Background: an optimization exercise with open tools, aiming at small area. Do not read the settings as production practice.
Only simulation tests tie the RTL to the original design; equivalence was not proved.
The flow treats the clock pin as an ideal source, which a real chip does not have.

// cordic_dds
module cordic_dds (clk, phase_i, sin_o, cos_o, err_o);
   input         clk;
   input  [15:0] phase_i;
   output [16:0] sin_o, cos_o, err_o;
   reg [1:0] q [0:14];
   always @(posedge clk) q[0] <= phase_i[15:14];
   genvar g;
   generate for (g = 1; g < 15; g = g + 1) begin : qp
      always @(posedge clk) q[g] <= q[g-1];
   end endgenerate
   reg [13:0] z0;
   always @(posedge clk) z0 <= phase_i[13:0];
   reg [14:0] z1;
   reg [13:0] z2;
   reg [12:0] z3;
   reg [11:0] z4;
   reg [10:0] z5;
   reg [9:0] z6;
   reg [8:0] z7;
   reg [7:0] z8;
   reg [6:0] z9;
   reg [5:0] z10;
   reg [4:0] z11;
   reg [3:0] z12;
   reg [3:0] z13;
   reg [2:0] z14;
   always @(posedge clk) z1 <= {1'b0, z0} - 15'd8189;
   always @(posedge clk) z2 <= z1[14] ? z1[13:0] + 14'd4834 : z1[13:0] - 14'd4834;
   always @(posedge clk) z3 <= z2[13] ? z2[12:0] + 13'd2554 : z2[12:0] - 13'd2554;
   always @(posedge clk) z4 <= z3[12] ? z3[11:0] + 12'd1296 : z3[11:0] - 12'd1296;
   always @(posedge clk) z5 <= z4[11] ? z4[10:0] + 11'd650 : z4[10:0] - 11'd650;
   always @(posedge clk) z6 <= z5[10] ? z5[9:0] + 10'd325 : z5[9:0] - 10'd325;
   always @(posedge clk) z7 <= z6[9] ? z6[8:0] + 9'd162 : z6[8:0] - 9'd162;
   always @(posedge clk) z8 <= z7[8] ? z7[7:0] + 8'd81 : z7[7:0] - 8'd81;
   always @(posedge clk) z9 <= z8[7] ? z8[6:0] + 7'd40 : z8[6:0] - 7'd40;
   always @(posedge clk) z10 <= z9[6] ? z9[5:0] + 6'd20 : z9[5:0] - 6'd20;
   always @(posedge clk) z11 <= z10[5] ? z10[4:0] + 5'd10 : z10[4:0] - 5'd10;
   always @(posedge clk) z12 <= z11[4] ? z11[3:0] + 4'd5 : z11[3:0] - 4'd5;
   always @(posedge clk) z13 <= z12[3] ? z12[3:0] + 4'd2 : z12[3:0] - 4'd2;
   always @(posedge clk) z14 <= z13[3] ? z13[2:0] + 3'd1 : z13[2:0] - 3'd1;
   assign err_o = {{14{z14[2]}}, z14};
  ...
==> flow/config.mk <==
export PLATFORM = sky130hd
export DESIGN_NAME = cordic_dds
export DESIGN_NICKNAME = cordic_dds
export VERILOG_FILES = /design/flow/design.v
export SDC_FILE = /design/flow/constraint.sdc
export NUM_CORES = 4
export LEC_CHECK = 0
export ABC_AREA = 1
export ABC_CLOCK_PERIOD_IN_PS = 5000
export CAP_MARGIN = 20
export CORE_MARGIN = 2
export CORE_UTILIZATION = 40
export SLEW_MARGIN = 20
==> flow/constraint.sdc <==
create_clock -name core_clock -period 5.0 [get_ports {clk}]
set_input_delay 1.0000 -clock core_clock [delete_from_list [all_inputs] [get_ports {clk}]]
set_output_delay 1.0000 -clock core_clock [all_outputs]
set_load 0.01 [all_outputs]
standard.sh (not shown) runs the stock make flow with config.mk's settings and CLKGATE_MAP_FILE= SYNTH_SCRIPT=/design/flow/synth_recipe.tcl, a recipe that flattens the netlist after the stock synthesis.
==> flow/flow/run.sh <==
#!/bin/bash
# Own layout flow: the standard flow (standard synthesis unchanged), with
#  - the port buffers made from sky130_fd_sc_hd__buf_1 cells,
#  - clock tree options passed to clock_tree_synthesis,
#  - power recovery (cell down-sizing on paths with slack) after global routing.
# Each make run writes its full output to a log of its own in the work folder;
# ORFS's per-step logs are under orfs/logs/.
set -euo pipefail
cd "$(dirname "$0")/.."
source flow/knobs.sh
bash standard.sh finish \
  "BUFFER_PORTS_ARGS=$PORT_BUF_ARGS" \
  "CTS_ARGS=$CTS_ARGS" \
  "RECOVER_POWER=$RECOVER" > flow_standard.log 2>&1
==> flow/flow/knobs.sh <==
PORT_BUF_ARGS="-buffer_cell sky130_fd_sc_hd__buf_1"
CTS_ARGS="-sink_clustering_enable -repair_clock_nets -dont_use_dummy_load -buf_list sky130_fd_sc_hd__clkbuf_16 -sink_clustering_size 25 -sink_clustering_max_diameter 120"
RECOVER=0
The baseline completed without violations.
Edit:
==> flow/run.sh (new file) <==
#!/bin/bash
# synth_recipe.tcl (not shown) runs the flow's synth.tcl, then flattens the netlist and writes it again
# the make line also repeats each setting of config.mk as NAME=value (left out here)
make -C /OpenROAD-flow-scripts/flow DESIGN_CONFIG=/design/flow/config.mk WORK_HOME=/design/flow/orfs CLKGATE_MAP_FILE= SYNTH_SCRIPT=/design/flow/synth_recipe.tcl finish
Settings changed: CTS_BUF_LIST set to sky130_fd_sc_hd__clkbuf_16, CTS_CLUSTER_DIAMETER set to 120, CTS_CLUSTER_SIZE set to 25.
removed: flow/flow/run.sh
removed: flow/flow/knobs.sh
removed: flow/standard.sh
The changed run produced a clean layout. Area after synthesis does not change. Clock-buffer cell count is higher by 1. Maximum frequency is higher by 4.9%. Clock skew is lower by 30 ps. Worst setup slack improves by 190 ps.

## static timing again, ports no longer ideal
The flow's constraints put no driver on any port. The routed layouts listed below were extracted and timed again, unchanged, in two steps.
Step 1 sets driving cells, clkbuf_16 on the clock port and buf_2 on the other inputs (assumed; they add their load-dependent delay and slew).
Step 2 adds t to the input delays and takes it off the output delays; t is the mean of the earliest and latest rising clock arrival at the registers after step 1. Input paths then give back, and output paths get back, about the clock's delay inside the block.
Three values: no drivers, after step 1, after step 2; two values: the first two.
run | t (ns) | slack for setup (ns) | slew at the worst register clock pin (ns)
the first run | 0.589 | 0.945 / 0.945 / 0.945 | 0.10 / 0.10
the second run | 0.613 | 1.134 / 1.134 / 1.134 | 0.10 / 0.10
After both steps every run listed still meets setup and hold.
